Context: an optimization exercise on an open-source flow, tuned for small area, a short achievable clock period and few clock cycles per item. The choices shown serve that exercise and are no tape-out recipe. Power and IR drop assume default switching activity.

Setup of JK:
==> flow/design.v <==
module huffman(clk, reset, gray_data, gray_valid, CNT_valid, CNT1, CNT2, CNT3, CNT4, CNT5, CNT6,
    code_valid, HC1, HC2, HC3, HC4, HC5, HC6, M1, M2, M3, M4, M5, M6);
input clk;
input reset;
input gray_valid;
input [7:0] gray_data;
output reg CNT_valid;
output [7:0] CNT1, CNT2, CNT3, CNT4, CNT5, CNT6;
output reg code_valid;
output [7:0] HC1, HC2, HC3, HC4, HC5, HC6;
output [7:0] M1, M2, M3, M4, M5, M6;
reg idle, counting, build;    
reg [5:0] sel;
reg [6:0] w[0:5];
reg [2:0] pos[0:5];
reg [4:0] hc[0:5];
reg [4:0] m[0:5];
reg par;         
reg merged;      
reg chk;         
reg comb;        
reg [3:1] pend;  
reg [2:0] ncomb;
integer i;
function lt7(input [6:0] x, input [6:0] z);
	reg [6:0] l, e;
	reg l65, e65, l43, e43, l21, e21, l6to3, e6to3, l2to0;
	begin
		l = ~x & z;
		e = ~(x ^ z);
		l65 = l[6] | (e[6] & l[5]);
		e65 = e[6] & e[5];
		l43 = l[4] | (e[4] & l[3]);
		e43 = e[4] & e[3];
		l21 = l[2] | (e[2] & l[1]);
		e21 = e[2] & e[1];
		l6to3 = l65 | (e65 & l43);
		e6to3 = e65 & e43;
		l2to0 = l21 | (e21 & l[0]);
		lt7 = l6to3 | (e6to3 & l2to0);
	end
endfunction
function [6:0] add7(input [6:0] x, input [6:0] z);
	reg [6:0] g, p, c;
	reg g10, g32, p32, g54, p54;
	begin
		g = x & z;
		p = x ^ z;
		g10 = g[1] | (p[1] & g[0]);
		g32 = g[3] | (p[3] & g[2]);
		p32 = p[3] & p[2];
		g54 = g[5] | (p[5] & g[4]);
		p54 = p[5] & p[4];
		c[0] = 1'b0;
		c[1] = g[0];
		c[2] = g10;
		c[3] = g[2] | (p[2] & g10);
		c[4] = g32 | (p32 & g10);
		c[5] = g[4] | (p[4] & c[4]);
		c[6] = g54 | (p54 & c[4]);
		add7 = p ^ c;
	end
endfunction
reg [6:0] cur, inc;
always @* begin
	cur = 7'd0;
	for (i = 0; i < 6; i = i + 1)
		cur = cur | ({7{sel[i]}} & w[i]);
	for (i = 0; i < 7; i = i + 1)
		inc[i] = cur[i] ^ (&(cur | ~((7'd1 << i) - 7'd1)));
end
reg [4:0] lt;
always @* begin
	for (i = 0; i < 5; i = i + 1)
		lt[i] = lt7(w[i], w[i + 1]);
end
wire in_order = ~|lt;
wire sorting = build && !merged;
wire last = chk && (ncomb == 3'd4);    
wire [6:0] sum = add7(w[4], w[5]);
reg [4:0] swap;
always @* begin
	for (i = 0; i < 5; i = i + 1) begin
		if (sorting)
			swap[i] = lt[i] && (i[0] == par);
		else if (chk)
			swap[i] = (i == 4) && lt[4];
		else
			swap[i] = build && (i >= 1 && i <= 3) && pend[i] && (i == 3 || !pend[i + 1]);
	end
end
reg [3:1] pend_nx;
always @* begin
	if (chk) begin
		for (i = 1; i < 4; i = i + 1)
			pend_nx[i] = lt7(w[i], w[5]);
	end
	else
		pend_nx = pend & ~swap[3:1];
end
wire build_nx  = build ? !last : (counting && !gray_valid);
wire merged_nx = build && (merged || comb);
wire chk_nx    = build && comb;
wire comb_nx   = build_nx && (ncomb != 3'd4) && (merged_nx ? (!chk_nx && pend_nx == 3'd0) : (build && in_order));
always @(posedge clk or posedge reset) begin
	if (reset) begin
		idle <= 1'b1;
		counting <= 1'b0;
		build <= 1'b0;
		sel <= 6'd0;
		CNT_valid <= 1'b0;
		code_valid <= 1'b0;
	end
	else begin
		idle <= idle ? !gray_valid : last;
		counting <= idle ? gray_valid : (counting && gray_valid);
		build <= build_nx;
		for (i = 0; i < 6; i = i + 1)
			sel[i] <= gray_valid && (gray_data[2:0] == i + 1);
		CNT_valid <= counting && !gray_valid;
		code_valid <= last;
	end
end
always @(posedge clk) begin
	par <= build && !par;
	merged <= merged_nx;
	chk <= chk_nx;
	comb <= comb_nx;
	pend <= pend_nx;
	if (!build)
		ncomb <= 3'd0;
	else if (comb)
		ncomb <= ncomb + 3'd1;
end
reg dn[0:5], up[0:5], hold[0:5];
always @* begin
	for (i = 0; i < 6; i = i + 1) begin
		dn[i] = (i > 0) && (comb ? (i < 5) : swap[i - 1]);
		up[i] = (i < 5) && !comb && swap[i];
		hold[i] = counting ? !sel[i] : (build && !comb && !(i < 5 && swap[i]) && !(i > 0 && swap[i - 1]));
	end
end
always @(posedge clk) begin
	for (i = 0; i < 6; i = i + 1)
		w[i] <= ({7{hold[i]}} & w[i])
		      | ({7{dn[i]}} & w[(i + 5) % 6])
		      | ({7{up[i]}} & w[(i + 1) % 6])
		      | ({7{counting && sel[i]}} & inc)
		      | ({7{comb && i == 5}} & sum)
		      | {7{comb && i == 0}};
end
reg [2:0] np[0:5];
always @* begin
	for (i = 0; i < 6; i = i + 1) begin
		if (comb)
			np[i] = (i >= 4) ? 3'd5 : i + 1;
		else if (i < 5 && swap[i])
			np[i] = i + 1;
		else if (i > 0 && swap[i - 1])
			np[i] = i - 1;
		else
			np[i] = i;
	end
end
always @(posedge clk) begin
	for (i = 0; i < 6; i = i + 1) begin
		if (!build) begin
			pos[i] <= i;
			hc[i] <= 5'd0;
			m[i] <= 5'd0;
		end
		else begin
			pos[i] <= np[pos[i]];
			if ((comb && pos[i][2]) || last) begin
				m[i] <= {m[i][3:0], 1'b1};
				if (last ? pos[i][0] ^ lt[4] : pos[i][0])
					hc[i] <= hc[i] | ({m[i][3:0], 1'b1} & ~m[i]);
			end
		end
	end
end
assign CNT1 = {1'b0, w[0]};
assign CNT2 = {1'b0, w[1]};
assign CNT3 = {1'b0, w[2]};
assign CNT4 = {1'b0, w[3]};
assign CNT5 = {1'b0, w[4]};
assign CNT6 = {1'b0, w[5]};
assign HC1 = {3'b0, hc[0]};
assign HC2 = {3'b0, hc[1]};
assign HC3 = {3'b0, hc[2]};
assign HC4 = {3'b0, hc[3]};
assign HC5 = {3'b0, hc[4]};
assign HC6 = {3'b0, hc[5]};
assign M1 = {3'b0, m[0][4:1], 1'b1};
assign M2 = {3'b0, m[1][4:1], 1'b1};
assign M3 = {3'b0, m[2][4:1], 1'b1};
assign M4 = {3'b0, m[3][4:1], 1'b1};
assign M5 = {3'b0, m[4][4:1], 1'b1};
assign M6 = {3'b0, m[5][4:1], 1'b1};
endmodule
clock: 6.0 ns
lec_check: 0
cap_margin: 20
core_margin: 2
core_utilization: 55
cts_buf_list: sky130_fd_sc_hd__clkbuf_8
cts_cluster_size: 30
setup_slack_margin: 3.7
slew_margin: 20
tns_end_percent: 10
standard.sh (not shown) runs the stock make flow with config.mk's settings and CLKGATE_MAP_FILE= SYNTH_SCRIPT=/design/flow/synth_recipe.tcl, a recipe that flattens the netlist after the stock synthesis.
==> flow/flow/run.sh <==
#!/bin/bash
# Standard layout, with plain buffers (instead of the delay buffers buffer_ports picks by
# default) on the input and output ports.
set -euo pipefail
export BUFFER_PORTS_ARGS="-buffer_cell sky130_fd_sc_hd__buf_2"
bash standard.sh > standard_flow.log 2>&1
JK completed every stage of the flow, and the final layout passed the timing, design-rule and antenna checks.
Changes in MS relative to JK:
-- flow/design.v --
<<< JK, line 24
integer i;
function lt7(input [6:0] x, input [6:0] z);
	reg [6:0] l, e;
	reg l65, e65, l43, e43, l21, e21, l6to3, e6to3, l2to0;
	begin
		l = ~x & z;
		e = ~(x ^ z);
		l65 = l[6] | (e[6] & l[5]);
		e65 = e[6] & e[5];
		l43 = l[4] | (e[4] & l[3]);
		e43 = e[4] & e[3];
		l21 = l[2] | (e[2] & l[1]);
		e21 = e[2] & e[1];
		l6to3 = l65 | (e65 & l43);
		e6to3 = e65 & e43;
		l2to0 = l21 | (e21 & l[0]);
		lt7 = l6to3 | (e6to3 & l2to0);
	end
endfunction
>>> MS, line 24
integer i;
function lt7(input [6:0] x, input [6:0] z);
	reg [6:0] l, g;
	reg l65, g65, l43, g43, l21, g21, l6to3, g6to3, l2to0;
	begin
		l = ~x & z;
		g = x & ~z;
		l65 = l[6] | (~g[6] & l[5]);
		g65 = g[6] | (~l[6] & g[5]);
		l43 = l[4] | (~g[4] & l[3]);
		g43 = g[4] | (~l[4] & g[3]);
		l21 = l[2] | (~g[2] & l[1]);
		g21 = g[2] | (~l[2] & g[1]);
		l6to3 = l65 | (~g65 & l43);
		g6to3 = g65 | (~l65 & g43);
		l2to0 = l21 | (~g21 & l[0]);
		lt7 = l6to3 | (~g6to3 & l2to0);
	end
endfunction
<<< JK, line 77
wire in_order = ~|lt;
wire sorting = build && !merged;
wire last = chk && (ncomb == 3'd4);    
wire [6:0] sum = add7(w[4], w[5]);
reg [4:0] swap;
>>> MS, line 77
wire in_order = ~|lt;
wire sorting = build && !merged;
wire last = comb && (ncomb == 3'd4);
wire [6:0] sum = add7(w[4], w[5]);
reg [4:0] swap;
<<< JK, line 102
wire merged_nx = build && (merged || comb);
wire chk_nx    = build && comb;
wire comb_nx   = build_nx && (ncomb != 3'd4) && (merged_nx ? (!chk_nx && pend_nx == 3'd0) : (build && in_order));
always @(posedge clk or posedge reset) begin
	if (reset) begin
>>> MS, line 102
wire merged_nx = build && (merged || comb);
wire chk_nx    = build && comb;
wire comb_nx   = build_nx && (merged_nx ? (!chk_nx && pend_nx == 3'd0) : (build && in_order));
always @(posedge clk or posedge reset) begin
	if (reset) begin
<<< JK, line 172
		else begin
			pos[i] <= np[pos[i]];
			if ((comb && pos[i][2]) || last) begin
				m[i] <= {m[i][3:0], 1'b1};
				if (last ? pos[i][0] ^ lt[4] : pos[i][0])
					hc[i] <= hc[i] | ({m[i][3:0], 1'b1} & ~m[i]);
			end
>>> MS, line 172
		else begin
			pos[i] <= np[pos[i]];
			if (comb && pos[i][2]) begin
				m[i] <= {m[i][3:0], 1'b1};
				if (pos[i][0])
					hc[i] <= hc[i] | ({m[i][3:0], 1'b1} & ~m[i]);
			end
Notes after the runs:
- Changes observed in MS relative to JK: number of standard-cell rows in the floorplan -2.2%, combinational group power now smaller.
- Compared with JK, MS shows a lower area after synthesis.
- Looking at worst setup path startpoint, the w[1][0] result is from MS; the w[2][1] one comes from JK.
- MS vs JK: multi-input combinational area share up
- Compared to JK, MS has wire length of the first global-routing pass about 5% lower.
- Delta (MS minus JK): routed wire length fell 8.6%; sequential share of layout area rose 2.5 points.
No functional check of the RTL was part of any run of this note.

-- afterwards: timing with drivers on the ports --
How much do the figures lean on ideal ports? The routed layouts below were timed once more, with nothing changed but the port constraints.
Step 1: set_driving_cell puts a clkbuf_16 on clk and a buf_2 on each other input, an assumption about the parent block.
Step 2 moves the port delays by t, midway between the first and last clock arrival at a register: inputs arrive t later, outputs are due t later. That takes back most of the time a late clock gives input paths.
Slacks: ideal ports / drivers / drivers and shift; pairs: ideal ports / drivers.
| run | shift t [ns] | setup WS [ns] | worst setup path at the end | worst data-port slew with drivers (ns) |
|---|---|---|---|---|
| JK | 0.494 | 3.556 / 3.542 / 3.556 | register to register | 0.03 |
| MS | 0.484 | 3.332 / 3.332 / 3.332 | register to register | 0.03 |
After both steps setup and hold are still met in every run listed.
